What follows belongs to an exercise in optimizing a design on an open flow for small area and a short achievable clock period; a production flow would make more cautious choices.
No functional check of the RTL was part of any run shown here.

==> flow/design.v (outline; a module is shown in full before it is edited, if it fits) <==
// module ex2_1: 1632 lines
// module ex2_1_fa: 4 lines
// module ex2_1_ha: 4 lines
module ex2_1 (
	      input 		  clk, rst, validi,
	      input [31:0] 	  data_in,
	      output logic 	  valido,
	      output logic [31:0] data_out
	      );
  // ...
==> flow/run.sh <==
#!/bin/bash
# synth_recipe.tcl (not shown) runs the flow's synth.tcl, then flattens the netlist and writes it again
# the make line also repeats each setting of config.mk as NAME=value (left out here)
make -C /OpenROAD-flow-scripts/flow DESIGN_CONFIG=/design/flow/config.mk WORK_HOME=/design/flow/orfs CLKGATE_MAP_FILE= SYNTH_SCRIPT=/design/flow/synth_recipe.tcl finish
==> flow/config.mk <==
export PLATFORM = sky130hd
export DESIGN_NAME = ex2_1
export DESIGN_NICKNAME = ex2_1
export VERILOG_FILES = /design/flow/design.v
export SDC_FILE = /design/flow/constraint.sdc
export NUM_CORES = 4
export LEC_CHECK = 0
export CAP_MARGIN = 20
export CORE_MARGIN = 2
export CORE_UTILIZATION = 40
export SETUP_SLACK_MARGIN = 4.2
export SLEW_MARGIN = 20
export SYNTH_HIERARCHICAL = 1
export TNS_END_PERCENT = 0
==> flow/constraint.sdc <==
create_clock -name core_clock -period 8.0 [get_ports {clk}]
set_input_delay 1.6000 -clock core_clock [delete_from_list [all_inputs] [get_ports {clk}]]
set_output_delay 1.6000 -clock core_clock [all_outputs]
set_load 0.01 [all_outputs]
==> qor.txt, run 1 <==
Status: timing/DRC/antenna clean
Post-synthesis mux area share: 0.0641%
Setup TNS: 0 ns
Clk sinks: 166
Met2 Use GR: 39.2%
Drt drc: 0
Via count: 12,000
Worst-Margin Slew: 1.18 ns
EDFF count, synth: 0
Met3 routed WL: 4990 um
Vias in the first global route: 12,400
Fmax: 253 MHz
# diodes: 0
Area share of and/or/nand/nor cells after synthesis: 3.80%
Final slew viol count: 0
Crit. End Element: flop
# H-tree levels: 4
Post-Route WL: 51,200 um
Post-route non-filler standard cell count: 2,060
Hold Path Sink: cnt[0]$_DFF_PP0_
Logic inverters: 51
Site row count: 72
Placed standard-cell area: 16,800 um^2
Global routing usage on met3: 5.23%
Final Critical Period: 3.95 ns
Post-CTS Resized: 175
GRT busiest layer: met2
Die area: 40,700 um^2
Required time of the critical path: 8.38 ns
Initial DRC Count: 1,222
Worst R2R Path Depth: 14
First-pass GRT wire length: 76,900 um
Placed cell count: 1,957
WL met1: 21,100 um
Crit path kind: in2reg
Cells on Worst Hold Path: 1
Final core occ: 49.1%
Setup Skew: 0.0138 ns
Register bit total from synthesis: 166
Clk cell area share: 3.15%
Leading cell kind: multi-input combinational cells
Fraction of area in multi-input gates: 63.9%
==> run 2: changes to the inputs <==
--- a/flow/design.v
+++ b/flow/design.v
@@ -107,19 +107,16 @@
    logic q88;
    logic q89;
    logic q90;
    logic q91;
    logic q92;
    logic q93;
    logic q94;
    logic q95;
-   logic q96;
-   logic q97;
-   logic q98;
    wire bo0, bt0, bn0;
    wire pp1;
    wire pp2;
    wire pp3;
    wire pp4;
    wire pp5;
    wire pp6;
    wire pp7;
@@ -744,29 +741,29 @@
    wire s611;
    wire s612;
    wire s613;
    wire s614;
    wire s615;
    wire s616;
    wire s617;
    wire s618;
-   wire c619;
+   wire s619;
    wire s620;
-   wire c621;
+   wire s621;
    wire s622;
-   wire c623;
+   wire s623;
    wire s624;
-   wire c625;
+   wire s625;
    wire s626;
-   wire c627;
+   wire s627;
    wire s628;
-   wire c629;
+   wire s629;
    wire s630;
-   wire c631;
+   wire s631;
    wire s632;
    wire c633;
    wire s634;
    wire c635;
    wire s636;
    wire c637;
    wire s638;
    wire c639;
@@ -824,17 +821,17 @@
    wire c691;
    wire s692;
    wire c693;
    wire s694;
    wire c695;
    wire s696;
    wire c697;
    wire s698;
-   wire c699;
+   wire s699;
    wire s700;
    wire c701;
    wire s702;
    wire c703;
    wire s704;
    wire c705;
    wire s706;
    wire c707;
@@ -860,83 +857,190 @@
    wire c727;
    wire s728;
    wire c729;
    wire s730;
    wire c731;
    wire s732;
    wire c733;
    wire s734;
-   wire s735;
+   wire c735;
    wire s736;
-   wire s737;
+   wire c737;
    wire s738;
    wire c739;
    wire s740;
    wire c741;
    wire s742;
    wire c743;
    wire s744;
    wire c745;
    wire s746;
    wire c747;
    wire s748;
    wire c749;
    wire s750;
-   wire c751;
-   wire s752;
-   wire c753;
-   wire s754;
-   wire c755;
-   wire s756;
-   wire c757;
-   wire s758;
-   wire c759;
-   wire s760;
-   wire c761;
-   wire s762;
-   wire c763;
-   wire s764;
-   wire c765;
-   wire s766;
-   wire c767;
-   wire s768;
-   wire c769;
-   wire s770;
-   wire c771;
-   wire s772;
-   wire c773;
-   wire s774;
-   wire c775;
-   wire s776;
-   wire c777;
-   wire s778;
-   wire c779;
-   wire s780;
-   wire c781;
-   wire s782;
-   wire c783;
-   wire s784;
-   wire c785;
-   wire s786;
-   wire c787;
-   wire s788;
-   wire c789;
-   wire s790;
-   wire c791;
-   wire s792;
-   wire c793;
-   wire s794;
-   wire c795;
-   wire s796;
-   wire c797;
-   wire s798;
-   wire c799;
-   wire s800;
+   wire s751;
+   wire c752;
+   wire s753;
+   wire c754;
+   wire s755;
+   wire c756;
+   wire s757;
+   wire c758;
+   wire s759;
+   wire c760;
+   wire s761;
+   wire c762;
+   wire s763;
+   wire c764;
+   wire s765;
+   wire c766;
+   wire s767;
+   wire c768;
+   wire s769;
+   wire c770;
+   wire s771;
+   wire c772;
+   wire s773;
+   wire c774;
+   wire s775;
+   wire c776;
+   wire s777;
+   wire c778;
+   wire s779;
+   wire c780;
+   wire s781;
+   wire c782;
+   wire s783;
+   wire c784;
+   wire s785;
+   wire c786;
+   wire s787;
+   wire c788;
+   wire s789;
+   wire c790;
+   wire s791;
+   wire c792;
+   wire s793;
+   wire c794;
+   wire s795;
+   wire c796;
+   wire s797;
+   wire c798;
+   wire s799;
+   wire c800;
+   wire s801;
+   wire c802;
+   wire s803;
+   wire c804;
+   wire s805;
+   wire c806;
+   wire s807;
+   wire c808;
+   wire s809;
+   wire c810;
+   wire s811;
+   wire c812;
+   wire s813;
+   wire s814;
+   wire s815;
    wire [31:0] ra, rb;
+   wire [31:0] g0, p0, sum;
+   wire xg1, xp1;
+   wire xg2, xp2;
+   wire xg3, xp3;
+   wire xg4, xp4;
+   wire xg5, xp5;
+   wire xg6, xp6;
+   wire xg7, xp7;
+   wire xg8, xp8;
+   wire xg9, xp9;
+   wire xg10, xp10;
+   wire xg11, xp11;
+   wire xg12, xp12;
+   wire xg13, xp13;
+   wire xg14, xp14;
+   wire xg15, xp15;
+   wire xg16, xp16;
+   wire xg17, xp17;
+   wire xg18, xp18;
+   wire xg19, xp19;
+   wire xg20, xp20;
+   wire xg21, xp21;
+   wire xg22, xp22;
+   wire xg23, xp23;
+   wire xg24, xp24;
+   wire xg25, xp25;
+   wire xg26, xp26;
+   wire xg27, xp27;
+   wire xg28, xp28;
+   wire xg29, xp29;
+   wire xg30, xp30;
+   wire xg31, xp31;
+   wire gi32, pi32;
+   wire xg33, xp33;
+   wire xg34, xp34;
+   wire xg35, xp35;
+   wire xg36, xp36;
+   wire xg37, xp37;
+   wire xg38, xp38;
+   wire xg39, xp39;
+   wire xg40, xp40;
+   wire xg41, xp41;
+   wire xg42, xp42;
+   wire xg43, xp43;
+   wire xg44, xp44;
+   wire xg45, xp45;
+   wire xg46, xp46;
+   wire xg47, xp47;
+   wire gi48, pi48;
+   wire xg49, xp49;
+   wire xg50, xp50;
+   wire xg51, xp51;
+   wire xg52, xp52;
+   wire xg53, xp53;
+   wire xg54, xp54;
+   wire xg55, xp55;
+   wire xg56, xp56;
+   wire xg57, xp57;
+   wire xg58, xp58;
+   wire xg59, xp59;
+   wire xg60, xp60;
+   wire xg61, xp61;
+   wire gi62, pi62;
+   wire xg63, xp63;
+   wire gi64, pi64;
+   wire xg65, xp65;
+   wire xg66, xp66;
+   wire xg67, xp67;
+   wire xg68, xp68;
+   wire xg69, xp69;
+   wire xg70, xp70;
+   wire xg71, xp71;
+   wire xg72, xp72;
+   wire xg73, xp73;
+   wire xg74, xp74;
+   wire xg75, xp75;
+   wire xg76, xp76;
+   wire xg77, xp77;
+   wire gi78, pi78;
+   wire xg79, xp79;
+   wire gi80, pi80;
+   wire xg81, xp81;
+   wire gi82, pi82;
+   wire xg83, xp83;
+   wire gi84, pi84;
+   wire xg85, xp85;
+   wire gi86, pi86;
+   wire xg87, xp87;
+   wire gi88, pi88;
+   wire xg89, xp89;
+   wire gi90, pi90;
+   wire xg91, xp91;
    always_ff @(posedge clk) begin
       a <= data_in;
       q0 <= bn0;
       q1 <= pp1;
       q2 <= pp2;
       q3 <= s273;
       q4 <= s275;
       q5 <= s279;
@@ -1023,22 +1127,19 @@
       q86 <= c564;
       q87 <= s581;
       q88 <= s583;
       q89 <= s601;
       q90 <= c582;
       q91 <= c584;
       q92 <= s603;
       q93 <= s605;
-      q94 <= s615;
-      q95 <= s616;
-      q96 <= c604;
-      q97 <= s617;
-      q98 <= c606;
-      data_out <= ra + rb;
+      q94 <= s630;
+      q95 <= s631;
+      data_out <= sum;
    end
    assign bo0 = a[0] ^ 1'b0;
    assign bt0 = (a[1] & ~a[0] & ~1'b0) | (~a[1] & a[0] & 1'b0);
    assign bn0 = a[1] & ~(a[0] & 1'b0);
    assign pp1 = ((bo0 & data_in[0]) | (bt0 & 1'b0)) ^ bn0;
    assign pp2 = ((bo0 & data_in[1]) | (bt0 & data_in[0])) ^ bn0;
    assign pp3 = ((bo0 & data_in[2]) | (bt0 & data_in[1])) ^ bn0;
    assign pp4 = ((bo0 & data_in[3]) | (bt0 & data_in[2])) ^ bn0;
@@ -1517,124 +1618,289 @@
    ex2_1_fa us591 (.a(pp215), .b(pp229), .c(pp241), .s(s591), .co(c592));
    ex2_1_fa us593 (.a(pp251), .b(pp259), .c(pp265), .s(s593), .co(c594));
    ex2_1_fa us595 (.a(pp269), .b(pp271), .c(c566), .s(s595), .co(c596));
    ex2_1_fa us597 (.a(c568), .b(c570), .c(c572), .s(s597), .co(c598));
    ex2_1_fa us599 (.a(c574), .b(s585), .c(s587), .s(s599), .co(c600));
    ex2_1_fa us601 (.a(s589), .b(s591), .c(s593), .s(s601), .co(c602));
    ex2_1_fa us603 (.a(c576), .b(c578), .c(c580), .s(s603), .co(c604));
    ex2_1_fa us605 (.a(s595), .b(s597), .c(s599), .s(s605), .co(c606));
-   assign s607 = pp32 ^ pp62 ^ pp90;
-   assign s608 = pp116 ^ pp140 ^ pp162;
-   assign s609 = pp182 ^ pp200 ^ pp216;
-   assign s610 = pp230 ^ pp242 ^ pp252;
-   assign s611 = pp260 ^ pp266 ^ pp270;
-   assign s612 = pp272 ^ c586 ^ c588;
-   assign s613 = c590 ^ c592 ^ c594;
-   assign s614 = s607 ^ s608 ^ s609;
-   assign s615 = s610 ^ s611 ^ c596;
-   assign s616 = c598 ^ s612 ^ s613;
-   assign s617 = s614 ^ c600 ^ c602;
-   ex2_1_ha us618 (.a(q7), .b(q8), .s(s618), .co(c619));
-   ex2_1_ha us620 (.a(q10), .b(q11), .s(s620), .co(c621));
-   ex2_1_ha us622 (.a(q12), .b(q13), .s(s622), .co(c623));
-   ex2_1_ha us624 (.a(q14), .b(q15), .s(s624), .co(c625));
-   ex2_1_ha us626 (.a(q16), .b(q17), .s(s626), .co(c627));
-   ex2_1_ha us628 (.a(q18), .b(q19), .s(s628), .co(c629));
-   ex2_1_ha us630 (.a(q20), .b(q21), .s(s630), .co(c631));
-   ex2_1_fa us632 (.a(q22), .b(q23), .c(q24), .s(s632), .co(c633));
-   ex2_1_ha us634 (.a(q25), .b(c631), .s(s634), .co(c635));
-   ex2_1_fa us636 (.a(q26), .b(q27), .c(q28), .s(s636), .co(c637));
-   ex2_1_ha us638 (.a(c635), .b(c633), .s(s638), .co(c639));
-   ex2_1_fa us640 (.a(q29), .b(q30), .c(q31), .s(s640), .co(c641));
-   ex2_1_ha us642 (.a(c637), .b(s640), .s(s642), .co(c643));
-   ex2_1_fa us644 (.a(q32), .b(q33), .c(q34), .s(s644), .co(c645));
-   ex2_1_ha us646 (.a(c641), .b(s644), .s(s646), .co(c647));
-   ex2_1_fa us648 (.a(q35), .b(q36), .c(q37), .s(s648), .co(c649));
-   ex2_1_ha us650 (.a(c645), .b(s648), .s(s650), .co(c651));
-   ex2_1_fa us652 (.a(q38), .b(q39), .c(q40), .s(s652), .co(c653));
-   ex2_1_ha us654 (.a(c649), .b(s652), .s(s654), .co(c655));
-   ex2_1_fa us656 (.a(q41), .b(q42), .c(q43), .s(s656), .co(c657));
-   ex2_1_ha us658 (.a(c653), .b(s656), .s(s658), .co(c659));
-   ex2_1_fa us660 (.a(q44), .b(q45), .c(q46), .s(s660), .co(c661));
-   ex2_1_fa us662 (.a(q47), .b(q48), .c(c657), .s(s662), .co(c663));
-   ex2_1_ha us664 (.a(s660), .b(c659), .s(s664), .co(c665));
-   ex2_1_fa us666 (.a(q49), .b(q50), .c(q51), .s(s666), .co(c667));
-   ex2_1_fa us668 (.a(q52), .b(c661), .c(s666), .s(s668), .co(c669));
-   ex2_1_ha us670 (.a(c663), .b(c665), .s(s670), .co(c671));
-   ex2_1_fa us672 (.a(q53), .b(q54), .c(q55), .s(s672), .co(c673));
-   ex2_1_fa us674 (.a(q56), .b(c667), .c(s672), .s(s674), .co(c675));
-   ex2_1_ha us676 (.a(c669), .b(s674), .s(s676), .co(c677));
-   ex2_1_fa us678 (.a(q57), .b(q58), .c(q59), .s(s678), .co(c679));
-   ex2_1_fa us680 (.a(q60), .b(c673), .c(s678), .s(s680), .co(c681));
-   ex2_1_ha us682 (.a(c675), .b(s680), .s(s682), .co(c683));
-   ex2_1_fa us684 (.a(q61), .b(q62), .c(q63), .s(s684), .co(c685));
-   ex2_1_fa us686 (.a(q64), .b(c679), .c(s684), .s(s686), .co(c687));
-   ex2_1_ha us688 (.a(c681), .b(s686), .s(s688), .co(c689));
-   ex2_1_fa us690 (.a(q65), .b(q66), .c(q67), .s(s690), .co(c691));
-   ex2_1_fa us692 (.a(q68), .b(c685), .c(s690), .s(s692), .co(c693));
-   ex2_1_ha us694 (.a(c687), .b(s692), .s(s694), .co(c695));
-   ex2_1_fa us696 (.a(q69), .b(q70), .c(q71), .s(s696), .co(c697));
-   ex2_1_fa us698 (.a(q72), .b(c691), .c(s696), .s(s698), .co(c699));
-   ex2_1_ha us700 (.a(c693), .b(s698), .s(s700), .co(c701));
-   ex2_1_fa us702 (.a(q73), .b(q74), .c(q75), .s(s702), .co(c703));
-   ex2_1_fa us704 (.a(q76), .b(q77), .c(q78), .s(s704), .co(c705));
-   ex2_1_fa us706 (.a(c697), .b(s702), .c(s704), .s(s706), .co(c707));
-   ex2_1_ha us708 (.a(c699), .b(s706), .s(s708), .co(c709));
-   ex2_1_fa us710 (.a(q79), .b(q80), .c(q81), .s(s710), .co(c711));
-   ex2_1_fa us712 (.a(q82), .b(q83), .c(c703), .s(s712), .co(c713));
-   ex2_1_fa us714 (.a(c705), .b(s710), .c(c707), .s(s714), .co(c715));
-   ex2_1_ha us716 (.a(s712), .b(c709), .s(s716), .co(c717));
-   ex2_1_fa us718 (.a(q84), .b(q85), .c(q86), .s(s718), .co(c719));
-   ex2_1_fa us720 (.a(q87), .b(q88), .c(c711), .s(s720), .co(c721));
-   ex2_1_fa us722 (.a(s718), .b(c713), .c(s720), .s(s722), .co(c723));
-   ex2_1_ha us724 (.a(c715), .b(c717), .s(s724), .co(c725));
-   ex2_1_fa us726 (.a(q89), .b(q90), .c(q91), .s(s726), .co(c727));
-   ex2_1_fa us728 (.a(q92), .b(q93), .c(c719), .s(s728), .co(c729));
-   ex2_1_fa us730 (.a(s726), .b(c721), .c(s728), .s(s730), .co(c731));
-   ex2_1_ha us732 (.a(c723), .b(s730), .s(s732), .co(c733));
-   assign s734 = q94 ^ q95 ^ q96;
-   assign s735 = q97 ^ q98 ^ c727;
-   assign s736 = s734 ^ c729 ^ s735;
-   assign s737 = s736 ^ c731;
-   ex2_1_fa us738 (.a(q0), .b(q1), .c(data_in[0]), .s(s738), .co(c739));
-   ex2_1_ha us740 (.a(q2), .b(data_in[1]), .s(s740), .co(c741));
-   ex2_1_ha us742 (.a(q3), .b(data_in[2]), .s(s742), .co(c743));
-   ex2_1_ha us744 (.a(q4), .b(data_in[3]), .s(s744), .co(c745));
-   ex2_1_ha us746 (.a(q5), .b(data_in[4]), .s(s746), .co(c747));
-   ex2_1_ha us748 (.a(q6), .b(data_in[5]), .s(s748), .co(c749));
-   ex2_1_fa us750 (.a(q9), .b(s618), .c(data_in[6]), .s(s750), .co(c751));
-   ex2_1_fa us752 (.a(c619), .b(s620), .c(data_in[7]), .s(s752), .co(c753));
-   ex2_1_fa us754 (.a(c621), .b(s622), .c(data_in[8]), .s(s754), .co(c755));
-   ex2_1_fa us756 (.a(c623), .b(s624), .c(data_in[9]), .s(s756), .co(c757));
-   ex2_1_fa us758 (.a(c625), .b(s626), .c(data_in[10]), .s(s758), .co(c759));
-   ex2_1_fa us760 (.a(c627), .b(s628), .c(data_in[11]), .s(s760), .co(c761));
-   ex2_1_fa us762 (.a(c629), .b(s630), .c(data_in[12]), .s(s762), .co(c763));
-   ex2_1_fa us764 (.a(s632), .b(s634), .c(data_in[13]), .s(s764), .co(c765));
-   ex2_1_fa us766 (.a(s636), .b(s638), .c(data_in[14]), .s(s766), .co(c767));
-   ex2_1_fa us768 (.a(c639), .b(s642), .c(data_in[15]), .s(s768), .co(c769));
-   ex2_1_fa us770 (.a(c643), .b(s646), .c(data_in[16]), .s(s770), .co(c771));
-   ex2_1_fa us772 (.a(c647), .b(s650), .c(data_in[17]), .s(s772), .co(c773));
-   ex2_1_fa us774 (.a(c651), .b(s654), .c(data_in[18]), .s(s774), .co(c775));
-   ex2_1_fa us776 (.a(c655), .b(s658), .c(data_in[19]), .s(s776), .co(c777));
-   ex2_1_fa us778 (.a(s662), .b(s664), .c(data_in[20]), .s(s778), .co(c779));
-   ex2_1_fa us780 (.a(s668), .b(s670), .c(data_in[21]), .s(s780), .co(c781));
-   ex2_1_fa us782 (.a(c671), .b(s676), .c(data_in[22]), .s(s782), .co(c783));
-   ex2_1_fa us784 (.a(c677), .b(s682), .c(data_in[23]), .s(s784), .co(c785));
-   ex2_1_fa us786 (.a(c683), .b(s688), .c(data_in[24]), .s(s786), .co(c787));
-   ex2_1_fa us788 (.a(c689), .b(s694), .c(data_in[25]), .s(s788), .co(c789));
-   ex2_1_fa us790 (.a(c695), .b(s700), .c(data_in[26]), .s(s790), .co(c791));
-   ex2_1_fa us792 (.a(c701), .b(s708), .c(data_in[27]), .s(s792), .co(c793));
-   ex2_1_fa us794 (.a(s714), .b(s716), .c(data_in[28]), .s(s794), .co(c795));
-   ex2_1_fa us796 (.a(s722), .b(s724), .c(data_in[29]), .s(s796), .co(c797));
-   ex2_1_fa us798 (.a(c725), .b(s732), .c(data_in[30]), .s(s798), .co(c799));
-   assign s800 = s737 ^ c733 ^ data_in[31];
-   assign ra = {c799, c797, c795, c793, c791, c789, c787, c785, c783, c781, c779, c777, c775, c773, c771, c769, c767, c765, c763, c761, c759, c757, c755, c753, c751, c749, c747, c745, c743, c741, c739, s738};
-   assign rb = {s800, s798, s796, s794, s792, s790, s788, s786, s784, s782, s780, s778, s776, s774, s772, s770, s768, s766, s764, s762, s760, s758, s756, s754, s752, s750, s748, s746, s744, s742, s740, 1'b0};
+   ex2_1_x us607 (.a(pp32), .b(pp62), .y(s607));
+   ex2_1_x us608 (.a(pp90), .b(pp116), .y(s608));
+   ex2_1_x us609 (.a(pp140), .b(pp162), .y(s609));
+   ex2_1_x us610 (.a(pp182), .b(pp200), .y(s610));
+   ex2_1_x us611 (.a(pp216), .b(pp230), .y(s611));
+   ex2_1_x us612 (.a(pp242), .b(pp252), .y(s612));
+   ex2_1_x us613 (.a(pp260), .b(pp266), .y(s613));
+   ex2_1_x us614 (.a(pp270), .b(pp272), .y(s614));
+   ex2_1_x us615 (.a(s607), .b(s608), .y(s615));
+   ex2_1_x us616 (.a(s609), .b(s610), .y(s616));
+   ex2_1_x us617 (.a(s611), .b(s612), .y(s617));
+   ex2_1_x us618 (.a(s613), .b(s614), .y(s618));
+   ex2_1_x us619 (.a(c586), .b(c588), .y(s619));
+   ex2_1_x us620 (.a(c590), .b(c592), .y(s620));
+   ex2_1_x us621 (.a(c594), .b(s615), .y(s621));
+   ex2_1_x us622 (.a(s616), .b(s617), .y(s622));
+   ex2_1_x us623 (.a(s618), .b(s619), .y(s623));
+   ex2_1_x us624 (.a(s620), .b(s621), .y(s624));
+   ex2_1_x us625 (.a(s622), .b(c596), .y(s625));
+   ex2_1_x us626 (.a(c598), .b(s623), .y(s626));
+   ex2_1_x us627 (.a(s624), .b(c600), .y(s627));
+   ex2_1_x us628 (.a(c602), .b(s625), .y(s628));
+   ex2_1_x us629 (.a(s626), .b(s627), .y(s629));
+   ex2_1_x us630 (.a(s628), .b(c604), .y(s630));
+   ex2_1_x us631 (.a(s629), .b(c606), .y(s631));
+   ex2_1_ha us632 (.a(q44), .b(q45), .s(s632), .co(c633));
+   ex2_1_ha us634 (.a(q49), .b(q50), .s(s634), .co(c635));
+   ex2_1_ha us636 (.a(q53), .b(q54), .s(s636), .co(c637));
+   ex2_1_ha us638 (.a(q57), .b(q58), .s(s638), .co(c639));
+   ex2_1_ha us640 (.a(q61), .b(q62), .s(s640), .co(c641));
+   ex2_1_ha us642 (.a(q65), .b(q66), .s(s642), .co(c643));
+   ex2_1_ha us644 (.a(q69), .b(q70), .s(s644), .co(c645));
+   ex2_1_fa us646 (.a(q73), .b(q74), .c(q75), .s(s646), .co(c647));
+   ex2_1_ha us648 (.a(q76), .b(q77), .s(s648), .co(c649));
+   ex2_1_fa us650 (.a(q79), .b(q80), .c(q81), .s(s650), .co(c651));
+   ex2_1_ha us652 (.a(q82), .b(q83), .s(s652), .co(c653));
+   ex2_1_fa us654 (.a(q84), .b(q85), .c(q86), .s(s654), .co(c655));
+   ex2_1_ha us656 (.a(q87), .b(q88), .s(s656), .co(c657));
+   ex2_1_fa us658 (.a(q89), .b(q90), .c(q91), .s(s658), .co(c659));
+   ex2_1_ha us660 (.a(q92), .b(q93), .s(s660), .co(c661));
+   ex2_1_ha us662 (.a(q22), .b(q23), .s(s662), .co(c663));
+   ex2_1_ha us664 (.a(q26), .b(q27), .s(s664), .co(c665));
+   ex2_1_ha us666 (.a(q29), .b(q30), .s(s666), .co(c667));
+   ex2_1_ha us668 (.a(q32), .b(q33), .s(s668), .co(c669));
+   ex2_1_ha us670 (.a(q35), .b(q36), .s(s670), .co(c671));
+   ex2_1_ha us672 (.a(q38), .b(q39), .s(s672), .co(c673));
+   ex2_1_ha us674 (.a(q41), .b(q42), .s(s674), .co(c675));
+   ex2_1_fa us676 (.a(q46), .b(q47), .c(q48), .s(s676), .co(c677));
+   ex2_1_fa us678 (.a(q51), .b(q52), .c(c633), .s(s678), .co(c679));
+   ex2_1_fa us680 (.a(q55), .b(q56), .c(c635), .s(s680), .co(c681));
+   ex2_1_fa us682 (.a(q59), .b(q60), .c(c637), .s(s682), .co(c683));
+   ex2_1_fa us684 (.a(q63), .b(q64), .c(c639), .s(s684), .co(c685));
+   ex2_1_fa us686 (.a(q67), .b(q68), .c(c641), .s(s686), .co(c687));
+   ex2_1_fa us688 (.a(q71), .b(q72), .c(c643), .s(s688), .co(c689));
+   ex2_1_fa us690 (.a(q78), .b(c645), .c(s648), .s(s690), .co(c691));
+   ex2_1_fa us692 (.a(c649), .b(s652), .c(c647), .s(s692), .co(c693));
+   ex2_1_fa us694 (.a(c653), .b(s656), .c(c651), .s(s694), .co(c695));
+   ex2_1_fa us696 (.a(c657), .b(s660), .c(c655), .s(s696), .co(c697));
+   ex2_1_x us698 (.a(q94), .b(q95), .y(s698));
+   ex2_1_x us699 (.a(c661), .b(c659), .y(s699));
+   ex2_1_ha us700 (.a(q7), .b(q8), .s(s700), .co(c701));
+   ex2_1_ha us702 (.a(q10), .b(q11), .s(s702), .co(c703));
+   ex2_1_ha us704 (.a(q12), .b(q13), .s(s704), .co(c705));
+   ex2_1_ha us706 (.a(q14), .b(q15), .s(s706), .co(c707));
+   ex2_1_ha us708 (.a(q16), .b(q17), .s(s708), .co(c709));
+   ex2_1_ha us710 (.a(q18), .b(q19), .s(s710), .co(c711));
+   ex2_1_ha us712 (.a(q20), .b(q21), .s(s712), .co(c713));
+   ex2_1_fa us714 (.a(q24), .b(q25), .c(s662), .s(s714), .co(c715));
+   ex2_1_fa us716 (.a(q28), .b(c663), .c(s664), .s(s716), .co(c717));
+   ex2_1_fa us718 (.a(q31), .b(c665), .c(s666), .s(s718), .co(c719));
+   ex2_1_fa us720 (.a(q34), .b(c667), .c(s668), .s(s720), .co(c721));
+   ex2_1_fa us722 (.a(q37), .b(c669), .c(s670), .s(s722), .co(c723));
+   ex2_1_fa us724 (.a(q40), .b(c671), .c(s672), .s(s724), .co(c725));
+   ex2_1_fa us726 (.a(q43), .b(c673), .c(s674), .s(s726), .co(c727));
+   ex2_1_fa us728 (.a(c675), .b(s632), .c(s676), .s(s728), .co(c729));
+   ex2_1_fa us730 (.a(s634), .b(c677), .c(s678), .s(s730), .co(c731));
+   ex2_1_fa us732 (.a(s636), .b(c679), .c(s680), .s(s732), .co(c733));
+   ex2_1_fa us734 (.a(s638), .b(c681), .c(s682), .s(s734), .co(c735));
+   ex2_1_fa us736 (.a(s640), .b(c683), .c(s684), .s(s736), .co(c737));
+   ex2_1_fa us738 (.a(s642), .b(c685), .c(s686), .s(s738), .co(c739));
+   ex2_1_fa us740 (.a(s644), .b(c687), .c(s688), .s(s740), .co(c741));
+   ex2_1_fa us742 (.a(s646), .b(c689), .c(s690), .s(s742), .co(c743));
+   ex2_1_fa us744 (.a(s650), .b(c691), .c(s692), .s(s744), .co(c745));
+   ex2_1_fa us746 (.a(s654), .b(c693), .c(s694), .s(s746), .co(c747));
+   ex2_1_fa us748 (.a(s658), .b(c695), .c(s696), .s(s748), .co(c749));
+   ex2_1_x us750 (.a(s698), .b(s699), .y(s750));
+   ex2_1_fa us751 (.a(q0), .b(q1), .c(data_in[0]), .s(s751), .co(c752));
+   ex2_1_ha us753 (.a(q2), .b(data_in[1]), .s(s753), .co(c754));
+   ex2_1_ha us755 (.a(q3), .b(data_in[2]), .s(s755), .co(c756));
+   ex2_1_ha us757 (.a(q4), .b(data_in[3]), .s(s757), .co(c758));
+   ex2_1_ha us759 (.a(q5), .b(data_in[4]), .s(s759), .co(c760));
+   ex2_1_ha us761 (.a(q6), .b(data_in[5]), .s(s761), .co(c762));
+   ex2_1_fa us763 (.a(s700), .b(q9), .c(data_in[6]), .s(s763), .co(c764));
+   ex2_1_fa us765 (.a(c701), .b(s702), .c(data_in[7]), .s(s765), .co(c766));
+   ex2_1_fa us767 (.a(c703), .b(s704), .c(data_in[8]), .s(s767), .co(c768));
+   ex2_1_fa us769 (.a(c705), .b(s706), .c(data_in[9]), .s(s769), .co(c770));
+   ex2_1_fa us771 (.a(c707), .b(s708), .c(data_in[10]), .s(s771), .co(c772));
+   ex2_1_fa us773 (.a(c709), .b(s710), .c(data_in[11]), .s(s773), .co(c774));
+   ex2_1_fa us775 (.a(c711), .b(s712), .c(data_in[12]), .s(s775), .co(c776));
+   ex2_1_fa us777 (.a(c713), .b(s714), .c(data_in[13]), .s(s777), .co(c778));
+   ex2_1_fa us779 (.a(c715), .b(s716), .c(data_in[14]), .s(s779), .co(c780));
+   ex2_1_fa us781 (.a(c717), .b(s718), .c(data_in[15]), .s(s781), .co(c782));
+   ex2_1_fa us783 (.a(c719), .b(s720), .c(data_in[16]), .s(s783), .co(c784));
+   ex2_1_fa us785 (.a(c721), .b(s722), .c(data_in[17]), .s(s785), .co(c786));
+   ex2_1_fa us787 (.a(c723), .b(s724), .c(data_in[18]), .s(s787), .co(c788));
+   ex2_1_fa us789 (.a(c725), .b(s726), .c(data_in[19]), .s(s789), .co(c790));
+   ex2_1_fa us791 (.a(c727), .b(s728), .c(data_in[20]), .s(s791), .co(c792));
+   ex2_1_fa us793 (.a(c729), .b(s730), .c(data_in[21]), .s(s793), .co(c794));
+   ex2_1_fa us795 (.a(c731), .b(s732), .c(data_in[22]), .s(s795), .co(c796));
+   ex2_1_fa us797 (.a(c733), .b(s734), .c(data_in[23]), .s(s797), .co(c798));
+   ex2_1_fa us799 (.a(c735), .b(s736), .c(data_in[24]), .s(s799), .co(c800));
+   ex2_1_fa us801 (.a(c737), .b(s738), .c(data_in[25]), .s(s801), .co(c802));
+   ex2_1_fa us803 (.a(c739), .b(s740), .c(data_in[26]), .s(s803), .co(c804));
+   ex2_1_fa us805 (.a(c741), .b(s742), .c(data_in[27]), .s(s805), .co(c806));
+   ex2_1_fa us807 (.a(c743), .b(s744), .c(data_in[28]), .s(s807), .co(c808));
+   ex2_1_fa us809 (.a(c745), .b(s746), .c(data_in[29]), .s(s809), .co(c810));
+   ex2_1_fa us811 (.a(c747), .b(s748), .c(data_in[30]), .s(s811), .co(c812));
+   ex2_1_x us813 (.a(c697), .b(s750), .y(s813));
+   ex2_1_x us814 (.a(data_in[31]), .b(s813), .y(s814));
+   ex2_1_x us815 (.a(s814), .b(c749), .y(s815));
+   assign ra = {c812, c810, c808, c806, c804, c802, c800, c798, c796, c794, c792, c790, c788, c786, c784, c782, c780, c778, c776, c774, c772, c770, c768, c766, c764, c762, c760, c758, c756, c754, c752, s751};
+   assign rb = {s815, s811, s809, s807, s805, s803, s801, s799, s797, s795, s793, s791, s789, s787, s785, s783, s781, s779, s777, s775, s773, s771, s769, s767, s765, s763, s761, s759, s757, s755, s753, 1'b0};
+   assign g0 = ra & rb;
+   assign p0 = ra ^ rb;
+   ex2_1_pgi ug1 (.gh(g0[1]), .ph(p0[1]), .gl(g0[0]), .pl(1'b1), .gn(xg1), .pn(xp1));
+   ex2_1_pgi ug2 (.gh(g0[3]), .ph(p0[3]), .gl(g0[2]), .pl(p0[2]), .gn(xg2), .pn(xp2));
+   ex2_1_pgi ug3 (.gh(g0[5]), .ph(p0[5]), .gl(g0[4]), .pl(p0[4]), .gn(xg3), .pn(xp3));
+   ex2_1_pgi ug4 (.gh(g0[7]), .ph(p0[7]), .gl(g0[6]), .pl(p0[6]), .gn(xg4), .pn(xp4));
+   ex2_1_pgi ug5 (.gh(g0[9]), .ph(p0[9]), .gl(g0[8]), .pl(p0[8]), .gn(xg5), .pn(xp5));
+   ex2_1_pgi ug6 (.gh(g0[11]), .ph(p0[11]), .gl(g0[10]), .pl(p0[10]), .gn(xg6), .pn(xp6));
+   ex2_1_pgi ug7 (.gh(g0[13]), .ph(p0[13]), .gl(g0[12]), .pl(p0[12]), .gn(xg7), .pn(xp7));
+   ex2_1_pgi ug8 (.gh(g0[15]), .ph(p0[15]), .gl(g0[14]), .pl(p0[14]), .gn(xg8), .pn(xp8));
+   ex2_1_pgi ug9 (.gh(g0[17]), .ph(p0[17]), .gl(g0[16]), .pl(p0[16]), .gn(xg9), .pn(xp9));
+   ex2_1_pgi ug10 (.gh(g0[19]), .ph(p0[19]), .gl(g0[18]), .pl(p0[18]), .gn(xg10), .pn(xp10));
+   ex2_1_pgi ug11 (.gh(g0[21]), .ph(p0[21]), .gl(g0[20]), .pl(p0[20]), .gn(xg11), .pn(xp11));
+   ex2_1_pgi ug12 (.gh(g0[23]), .ph(p0[23]), .gl(g0[22]), .pl(p0[22]), .gn(xg12), .pn(xp12));
+   ex2_1_pgi ug13 (.gh(g0[25]), .ph(p0[25]), .gl(g0[24]), .pl(p0[24]), .gn(xg13), .pn(xp13));
+   ex2_1_pgi ug14 (.gh(g0[27]), .ph(p0[27]), .gl(g0[26]), .pl(p0[26]), .gn(xg14), .pn(xp14));
+   ex2_1_pgi ug15 (.gh(g0[29]), .ph(p0[29]), .gl(g0[28]), .pl(p0[28]), .gn(xg15), .pn(xp15));
+   ex2_1_pgi ug16 (.gh(g0[31]), .ph(p0[31]), .gl(g0[30]), .pl(p0[30]), .gn(xg16), .pn(xp16));
+   ex2_1_pgn ug17 (.gnh(xg2), .pnh(xp2), .gnl(xg1), .pnl(1'b0), .g(xg17), .p(xp17));
+   ex2_1_pgn ug18 (.gnh(xg3), .pnh(xp3), .gnl(xg2), .pnl(xp2), .g(xg18), .p(xp18));
+   ex2_1_pgn ug19 (.gnh(xg4), .pnh(xp4), .gnl(xg3), .pnl(xp3), .g(xg19), .p(xp19));
+   ex2_1_pgn ug20 (.gnh(xg5), .pnh(xp5), .gnl(xg4), .pnl(xp4), .g(xg20), .p(xp20));
+   ex2_1_pgn ug21 (.gnh(xg6), .pnh(xp6), .gnl(xg5), .pnl(xp5), .g(xg21), .p(xp21));
+   ex2_1_pgn ug22 (.gnh(xg7), .pnh(xp7), .gnl(xg6), .pnl(xp6), .g(xg22), .p(xp22));
+   ex2_1_pgn ug23 (.gnh(xg8), .pnh(xp8), .gnl(xg7), .pnl(xp7), .g(xg23), .p(xp23));
+   ex2_1_pgn ug24 (.gnh(xg9), .pnh(xp9), .gnl(xg8), .pnl(xp8), .g(xg24), .p(xp24));
+   ex2_1_pgn ug25 (.gnh(xg10), .pnh(xp10), .gnl(xg9), .pnl(xp9), .g(xg25), .p(xp25));
+   ex2_1_pgn ug26 (.gnh(xg11), .pnh(xp11), .gnl(xg10), .pnl(xp10), .g(xg26), .p(xp26));
+   ex2_1_pgn ug27 (.gnh(xg12), .pnh(xp12), .gnl(xg11), .pnl(xp11), .g(xg27), .p(xp27));
+   ex2_1_pgn ug28 (.gnh(xg13), .pnh(xp13), .gnl(xg12), .pnl(xp12), .g(xg28), .p(xp28));
+   ex2_1_pgn ug29 (.gnh(xg14), .pnh(xp14), .gnl(xg13), .pnl(xp13), .g(xg29), .p(xp29));
+   ex2_1_pgn ug30 (.gnh(xg15), .pnh(xp15), .gnl(xg14), .pnl(xp14), .g(xg30), .p(xp30));
+   ex2_1_pgn ug31 (.gnh(xg16), .pnh(xp16), .gnl(xg15), .pnl(xp15), .g(xg31), .p(xp31));
+   assign gi32 = ~xg1;
+   assign pi32 = ~xp1;
+   ex2_1_pgi ug33 (.gh(xg18), .ph(xp18), .gl(gi32), .pl(1'b1), .gn(xg33), .pn(xp33));
+   ex2_1_pgi ug34 (.gh(xg19), .ph(xp19), .gl(xg17), .pl(1'b1), .gn(xg34), .pn(xp34));
+   ex2_1_pgi ug35 (.gh(xg20), .ph(xp20), .gl(xg18), .pl(xp18), .gn(xg35), .pn(xp35));
+   ex2_1_pgi ug36 (.gh(xg21), .ph(xp21), .gl(xg19), .pl(xp19), .gn(xg36), .pn(xp36));
+   ex2_1_pgi ug37 (.gh(xg22), .ph(xp22), .gl(xg20), .pl(xp20), .gn(xg37), .pn(xp37));
+   ex2_1_pgi ug38 (.gh(xg23), .ph(xp23), .gl(xg21), .pl(xp21), .gn(xg38), .pn(xp38));
+   ex2_1_pgi ug39 (.gh(xg24), .ph(xp24), .gl(xg22), .pl(xp22), .gn(xg39), .pn(xp39));
+   ex2_1_pgi ug40 (.gh(xg25), .ph(xp25), .gl(xg23), .pl(xp23), .gn(xg40), .pn(xp40));
+   ex2_1_pgi ug41 (.gh(xg26), .ph(xp26), .gl(xg24), .pl(xp24), .gn(xg41), .pn(xp41));
+   ex2_1_pgi ug42 (.gh(xg27), .ph(xp27), .gl(xg25), .pl(xp25), .gn(xg42), .pn(xp42));
+   ex2_1_pgi ug43 (.gh(xg28), .ph(xp28), .gl(xg26), .pl(xp26), .gn(xg43), .pn(xp43));
+   ex2_1_pgi ug44 (.gh(xg29), .ph(xp29), .gl(xg27), .pl(xp27), .gn(xg44), .pn(xp44));
+   ex2_1_pgi ug45 (.gh(xg30), .ph(xp30), .gl(xg28), .pl(xp28), .gn(xg45), .pn(xp45));
+   ex2_1_pgi ug46 (.gh(xg31), .ph(xp31), .gl(xg29), .pl(xp29), .gn(xg46), .pn(xp46));
+   ex2_1_pgn ug47 (.gnh(xg35), .pnh(xp35), .gnl(xg1), .pnl(1'b0), .g(xg47), .p(xp47));
+   assign gi48 = ~xg17;
+   assign pi48 = ~xp17;
+   ex2_1_pgn ug49 (.gnh(xg36), .pnh(xp36), .gnl(gi48), .pnl(1'b0), .g(xg49), .p(xp49));
+   ex2_1_pgn ug50 (.gnh(xg37), .pnh(xp37), .gnl(xg33), .pnl(1'b0), .g(xg50), .p(xp50));
+   ex2_1_pgn ug51 (.gnh(xg38), .pnh(xp38), .gnl(xg34), .pnl(1'b0), .g(xg51), .p(xp51));
+   ex2_1_pgn ug52 (.gnh(xg39), .pnh(xp39), .gnl(xg35), .pnl(xp35), .g(xg52), .p(xp52));
+   ex2_1_pgn ug53 (.gnh(xg40), .pnh(xp40), .gnl(xg36), .pnl(xp36), .g(xg53), .p(xp53));
+   ex2_1_pgn ug54 (.gnh(xg41), .pnh(xp41), .gnl(xg37), .pnl(xp37), .g(xg54), .p(xp54));
+   ex2_1_pgn ug55 (.gnh(xg42), .pnh(xp42), .gnl(xg38), .pnl(xp38), .g(xg55), .p(xp55));
+   ex2_1_pgn ug56 (.gnh(xg43), .pnh(xp43), .gnl(xg39), .pnl(xp39), .g(xg56), .p(xp56));
+   ex2_1_pgn ug57 (.gnh(xg44), .pnh(xp44), .gnl(xg40), .pnl(xp40), .g(xg57), .p(xp57));
+   ex2_1_pgn ug58 (.gnh(xg45), .pnh(xp45), .gnl(xg41), .pnl(xp41), .g(xg58), .p(xp58));
+   ex2_1_pgn ug59 (.gnh(xg46), .pnh(xp46), .gnl(xg42), .pnl(xp42), .g(xg59), .p(xp59));
+   ex2_1_pgi ug60 (.gh(xg52), .ph(xp52), .gl(gi32), .pl(1'b1), .gn(xg60), .pn(xp60));
+   ex2_1_pgi ug61 (.gh(xg53), .ph(xp53), .gl(xg17), .pl(1'b1), .gn(xg61), .pn(xp61));
+   assign gi62 = ~xg33;
+   assign pi62 = ~xp33;
+   ex2_1_pgi ug63 (.gh(xg54), .ph(xp54), .gl(gi62), .pl(1'b1), .gn(xg63), .pn(xp63));
+   assign gi64 = ~xg34;
+   assign pi64 = ~xp34;
+   ex2_1_pgi ug65 (.gh(xg55), .ph(xp55), .gl(gi64), .pl(1'b1), .gn(xg65), .pn(xp65));
+   ex2_1_pgi ug66 (.gh(xg56), .ph(xp56), .gl(xg47), .pl(1'b1), .gn(xg66), .pn(xp66));
+   ex2_1_pgi ug67 (.gh(xg57), .ph(xp57), .gl(xg49), .pl(1'b1), .gn(xg67), .pn(xp67));
+   ex2_1_pgi ug68 (.gh(xg58), .ph(xp58), .gl(xg50), .pl(1'b1), .gn(xg68), .pn(xp68));
+   ex2_1_pgi ug69 (.gh(xg59), .ph(xp59), .gl(xg51), .pl(1'b1), .gn(xg69), .pn(xp69));
+   ex2_1_pgi ug70 (.gh(g0[2]), .ph(p0[2]), .gl(gi32), .pl(1'b1), .gn(xg70), .pn(xp70));
+   ex2_1_pgi ug71 (.gh(g0[4]), .ph(p0[4]), .gl(xg17), .pl(1'b1), .gn(xg71), .pn(xp71));
+   ex2_1_pgi ug72 (.gh(g0[6]), .ph(p0[6]), .gl(gi62), .pl(1'b1), .gn(xg72), .pn(xp72));
+   ex2_1_pgi ug73 (.gh(g0[8]), .ph(p0[8]), .gl(gi64), .pl(1'b1), .gn(xg73), .pn(xp73));
+   ex2_1_pgi ug74 (.gh(g0[10]), .ph(p0[10]), .gl(xg47), .pl(1'b1), .gn(xg74), .pn(xp74));
+   ex2_1_pgi ug75 (.gh(g0[12]), .ph(p0[12]), .gl(xg49), .pl(1'b1), .gn(xg75), .pn(xp75));
+   ex2_1_pgi ug76 (.gh(g0[14]), .ph(p0[14]), .gl(xg50), .pl(1'b1), .gn(xg76), .pn(xp76));
+   ex2_1_pgi ug77 (.gh(g0[16]), .ph(p0[16]), .gl(xg51), .pl(1'b1), .gn(xg77), .pn(xp77));
+   assign gi78 = ~xg60;
+   assign pi78 = ~xp60;
+   ex2_1_pgi ug79 (.gh(g0[18]), .ph(p0[18]), .gl(gi78), .pl(1'b1), .gn(xg79), .pn(xp79));
+   assign gi80 = ~xg61;
+   assign pi80 = ~xp61;
+   ex2_1_pgi ug81 (.gh(g0[20]), .ph(p0[20]), .gl(gi80), .pl(1'b1), .gn(xg81), .pn(xp81));
+   assign gi82 = ~xg63;
+   assign pi82 = ~xp63;
+   ex2_1_pgi ug83 (.gh(g0[22]), .ph(p0[22]), .gl(gi82), .pl(1'b1), .gn(xg83), .pn(xp83));
+   assign gi84 = ~xg65;
+   assign pi84 = ~xp65;
+   ex2_1_pgi ug85 (.gh(g0[24]), .ph(p0[24]), .gl(gi84), .pl(1'b1), .gn(xg85), .pn(xp85));
+   assign gi86 = ~xg66;
+   assign pi86 = ~xp66;
+   ex2_1_pgi ug87 (.gh(g0[26]), .ph(p0[26]), .gl(gi86), .pl(1'b1), .gn(xg87), .pn(xp87));
+   assign gi88 = ~xg67;
+   assign pi88 = ~xp67;
+   ex2_1_pgi ug89 (.gh(g0[28]), .ph(p0[28]), .gl(gi88), .pl(1'b1), .gn(xg89), .pn(xp89));
+   assign gi90 = ~xg68;
+   assign pi90 = ~xp68;
+   ex2_1_pgi ug91 (.gh(g0[30]), .ph(p0[30]), .gl(gi90), .pl(1'b1), .gn(xg91), .pn(xp91));
+   assign sum[0] = p0[0];
+   ex2_1_x us1 (.a(p0[1]), .b(g0[0]), .y(sum[1]));
+   ex2_1_xn us2 (.a(p0[2]), .b(xg1), .y(sum[2]));
+   ex2_1_xn us3 (.a(p0[3]), .b(xg70), .y(sum[3]));
+   ex2_1_x us4 (.a(p0[4]), .b(xg17), .y(sum[4]));
+   ex2_1_xn us5 (.a(p0[5]), .b(xg71), .y(sum[5]));
+   ex2_1_xn us6 (.a(p0[6]), .b(xg33), .y(sum[6]));
+   ex2_1_xn us7 (.a(p0[7]), .b(xg72), .y(sum[7]));
+   ex2_1_xn us8 (.a(p0[8]), .b(xg34), .y(sum[8]));
+   ex2_1_xn us9 (.a(p0[9]), .b(xg73), .y(sum[9]));
+   ex2_1_x us10 (.a(p0[10]), .b(xg47), .y(sum[10]));
+   ex2_1_xn us11 (.a(p0[11]), .b(xg74), .y(sum[11]));
+   ex2_1_x us12 (.a(p0[12]), .b(xg49), .y(sum[12]));
+   ex2_1_xn us13 (.a(p0[13]), .b(xg75), .y(sum[13]));
+   ex2_1_x us14 (.a(p0[14]), .b(xg50), .y(sum[14]));
+   ex2_1_xn us15 (.a(p0[15]), .b(xg76), .y(sum[15]));
+   ex2_1_x us16 (.a(p0[16]), .b(xg51), .y(sum[16]));
+   ex2_1_xn us17 (.a(p0[17]), .b(xg77), .y(sum[17]));
+   ex2_1_xn us18 (.a(p0[18]), .b(xg60), .y(sum[18]));
+   ex2_1_xn us19 (.a(p0[19]), .b(xg79), .y(sum[19]));
+   ex2_1_xn us20 (.a(p0[20]), .b(xg61), .y(sum[20]));
+   ex2_1_xn us21 (.a(p0[21]), .b(xg81), .y(sum[21]));
+   ex2_1_xn us22 (.a(p0[22]), .b(xg63), .y(sum[22]));
+   ex2_1_xn us23 (.a(p0[23]), .b(xg83), .y(sum[23]));
+   ex2_1_xn us24 (.a(p0[24]), .b(xg65), .y(sum[24]));
+   ex2_1_xn us25 (.a(p0[25]), .b(xg85), .y(sum[25]));
+   ex2_1_xn us26 (.a(p0[26]), .b(xg66), .y(sum[26]));
+   ex2_1_xn us27 (.a(p0[27]), .b(xg87), .y(sum[27]));
+   ex2_1_xn us28 (.a(p0[28]), .b(xg67), .y(sum[28]));
+   ex2_1_xn us29 (.a(p0[29]), .b(xg89), .y(sum[29]));
+   ex2_1_xn us30 (.a(p0[30]), .b(xg68), .y(sum[30]));
+   ex2_1_xn us31 (.a(p0[31]), .b(xg91), .y(sum[31]));
 endmodule
 module ex2_1_fa (input a, b, c, output s, co);
    assign s = a ^ b ^ c;
    assign co = (a & b) | (c & (a ^ b));
 endmodule
 module ex2_1_ha (input a, b, output s, co);
    assign s = a ^ b;
    assign co = a & b;
 endmodule
+module ex2_1_pgi (input gh, ph, gl, pl, output gn, pn);
+   assign gn = ~(gh | (ph & gl));
+   assign pn = ~(ph & pl);
+endmodule
+module ex2_1_pgn (input gnh, pnh, gnl, pnl, output g, p);
+   assign g = ~(gnh & (pnh | gnl));
+   assign p = ~(pnh | pnl);
+endmodule
+module ex2_1_x (input a, b, output y);
+   assign y = a ^ b;
+endmodule
+module ex2_1_xn (input a, b, output y);
+   assign y = ~(a ^ b);
+endmodule
==> flow/config.mk (replaced) <==
export PLATFORM = sky130hd
export DESIGN_NAME = ex2_1
export DESIGN_NICKNAME = ex2_1
export VERILOG_FILES = /design/flow/design.v
export SDC_FILE = /design/flow/constraint.sdc
export NUM_CORES = 4
export LEC_CHECK = 0
export CAP_MARGIN = 20
export CORE_MARGIN = 2
export CORE_UTILIZATION = 40
export SETUP_SLACK_MARGIN = 4.4
export SLEW_MARGIN = 20
export SYNTH_HIERARCHICAL = 1
export TNS_END_PERCENT = 0
==> run 2 against run 1 <==
  * Still clean
  * Global-route usage is 3.3 points higher
  * Utilization is 3.4 points lower
  * Cell area is 24% higher
  * Hold slack worse by 0.0044 ns
  * Register-to-register slack better by 0.21 ns
  * Clock skew is 0.0060 ns higher
  * Highest routed layer unchanged
==> qor.txt, run 2 <==
Wire length per cell: 28.0 um
Die Y: 233 um
RSZ-0062 raised after global routing: true
GRT Util Overall: 28.6%
Final hold violations: 0
Required time of the critical path: 8.37 ns (about the same)
Commonest cells after routing, fill and taps aside: a21oi_1, and3_1, fa_1
Clock Tree Root: clkbuf_16
Headroom to the max-slew limit: 33.4%
Commonest non-fill, non-tap cell in the layout: a21oi_1
Crit. End Element: flop
Site row count: 83 (+15%)
Synthesis-to-finish area growth: 12.6%
Final worst path period share: 46.7%
Placed standard-cell area: 21,700 um^2 (+29%)
Status: timing/DRC/antenna clean
Fillers: 4,850
Synth Area per Inst: 9.02 um^2
CTS tree: built
Top layer in use: met4
Nets: 2,510
Met3 routed WL: 7460 um (+50%)
Final Critical Period: 3.74 ns (-0.207 ns)
Final slew viol count: 0 (unchanged)
Final core occ: 45.8% (-3.4 points)
Layout cells sized above 1: 19.4%
Number of top-level pins: 68
WL met1: 32,300 um (+54%)
Hold Path Class: reg2reg
Multi-input logic area: 16,700 um^2
Port bufs: 67
Syn Inst Count: 2,320
First-pass GRT wire length: 116,000 um (+51%)
Total grt overflow: 0
Biggest regs: a: 32 flops, data_out: 32 flops, cnt: 2 flops
Final Cell Area: 23,600 um^2
Crit path kind: in2reg
Die area: 54,200 um^2 (+33%)
Detailed Routing Iterations Pass 1: 6
Core Area: 51,500 um^2
CP Data Arrival Time: 4.11 ns
Initial DRC Count: 2,146 (+76%)
Die W: 233 um
# H-tree levels: 4 (unchanged)
Finish-stage setup viols: 0
Worst setup SP type: input pin
Via count: 19,200 (+60%)
Fmax: 267 MHz (+5.5%)
Post-Route WL: 80,200 um (+57%)
Clk latency of the worst-skew pair: 0.51 ns
CTS buffer count: 17
Max-Cap Viols: 0
Hpwl dp: 46,300 um
Mapped Area: 20,900 um^2
Setup Skew: 0.0198 ns (+0.00599 ns)
Max Buffers Root-to-Sink: 2
DRT antenna net count: 0
Drt drc: 0 (unchanged)
Via/cell ratio: 6.71
Clk sinks: 163 (-1.8%)
Initial antenna violation count: 4
Setup TNS: 0 ns (unchanged)
Starting Density: 40.6%
Final GP Congestion: 0.870
Worst-Margin Slew: 0.999 ns (-0.177 ns)
Register cell area after layout: 3280 um^2
CTS clk-pin slew, worst paths: 0.07 ns
CP Max Fanout: 11
Largest net degree at the start of global routing: 78
Synth warn: 7
Vias in the first global route: 18,300 (+48%)
DR WL met2: 36,100 um
[run 2: cell count changes in the layout (fill, tap and decap cells not counted), moves of 88 or more]
| cell | previous run | this run |
|---|---|---|
| xnor2_1 | 295 | 70 |
| and3_1 | 2 | 218 |
| a22oi_1 | 215 | 0 |
| a21oi_1 | 73 | 277 |
| o211a_1 | 0 | 189 |
| o21ai_1 | 11 | 162 |
| a211oi_2 | 1 | 126 |
| a211oi_1 | 1 | 89 |
[run 2: routing by layer]
metal	vias to the layer above	track usage (%)
li1	8219	-
met3	240	5.33
met4	0	14.9
met1	9662	37.3
met5	-	0
met2	1117	45.2
[run 2: final timing paths]
check | from | endpoint | slack [ns] | cells after the start
min in group asynchronous | rst | cnt[1]$_DFF_PP0_ | 1.26 | 2
worst min-delay path | cnt[0]$_DFF_PP0_ | cnt[0]$_DFF_PP0_ | 0.43 | 1
max in group asynchronous | rst | cnt[0]$_DFF_PP0_ | 6.61 | 2
worst min register to register | cnt[0]$_DFF_PP0_ | cnt[0]$_DFF_PP0_ | 0.43 | 1
worst max-delay path | data_in[9] | q72$_DFF_P_ | 4.26 | 7
worst max register to register | q80$_DFF_P_ | data_out[31]$_DFF_P_ | 4.37 | 13
[run 2: timing repair]
item	4_1_cts	5_1_grt
hold endpoints to repair	0	0
cloned	14	6
resized for setup	192	67
hold buffers	0	0
buffers inserted	3	6
pin swaps	24	28
setup endpoints to repair	108	68
[run 2: area by class of cell]
cell class              count  share of cell area (%)
diodes                      3                  0.0319
clock buffers              23                    2.03
clock inverters             8                   0.334
inverters                  47                   0.749
multi-input cells        1794                    71.0
flip-flops and latches    163                    13.9
well taps                 680                    3.61
repair buffers            151                    8.28
[run 2: worst max-delay path, stage by stage]
cell	delay (ns)
buf_2	0.18
bufbuf_16	0.33
o211a_1	0.17
a211oi_4	0.32
fa_2	0.53
fa_1	0.55
fa_1	0.42
[run 2: metrics by stage]
step	setup WS [ns]	cells	hold WS (ns)
floorplan	4.25	2321	0.364
global placement	2.90	2804	0.419
detailed placement	2.90	2804	0.427
CTS	4.33	2852	0.436
global route	4.29	2867	0.454
finish	4.26	2869	0.429

-- re-timing with driven ports --
No port has a modelled driver above. Below, the same layouts with a new extraction and two added sets of constraints.
Step 1 sets driving cells, clkbuf_16 on the clock port and buf_2 on the other inputs (assumed; they add their load-dependent delay and slew).
Step 2 moves the port delays by t, midway between the first and last clock arrival at a register: inputs arrive t later, outputs are due t later. That takes back most of the time a late clock gives input paths.
Slacks: ideal ports / drivers / drivers and shift; pairs: ideal ports / drivers.
run	shift t [ns]	setup WS [ns]	clock arrival spread, ns
run 1	0.508	4.055 / 4.068 / 3.560	0.014 / 0.014
run 2	0.560	4.261 / 4.296 / 3.736	0.020 / 0.020
After both steps every run listed still meets setup and hold. For run 2, which loses most, drivers alone change the setup slack by +0.035 ns; drivers and shift together by -0.525 ns.
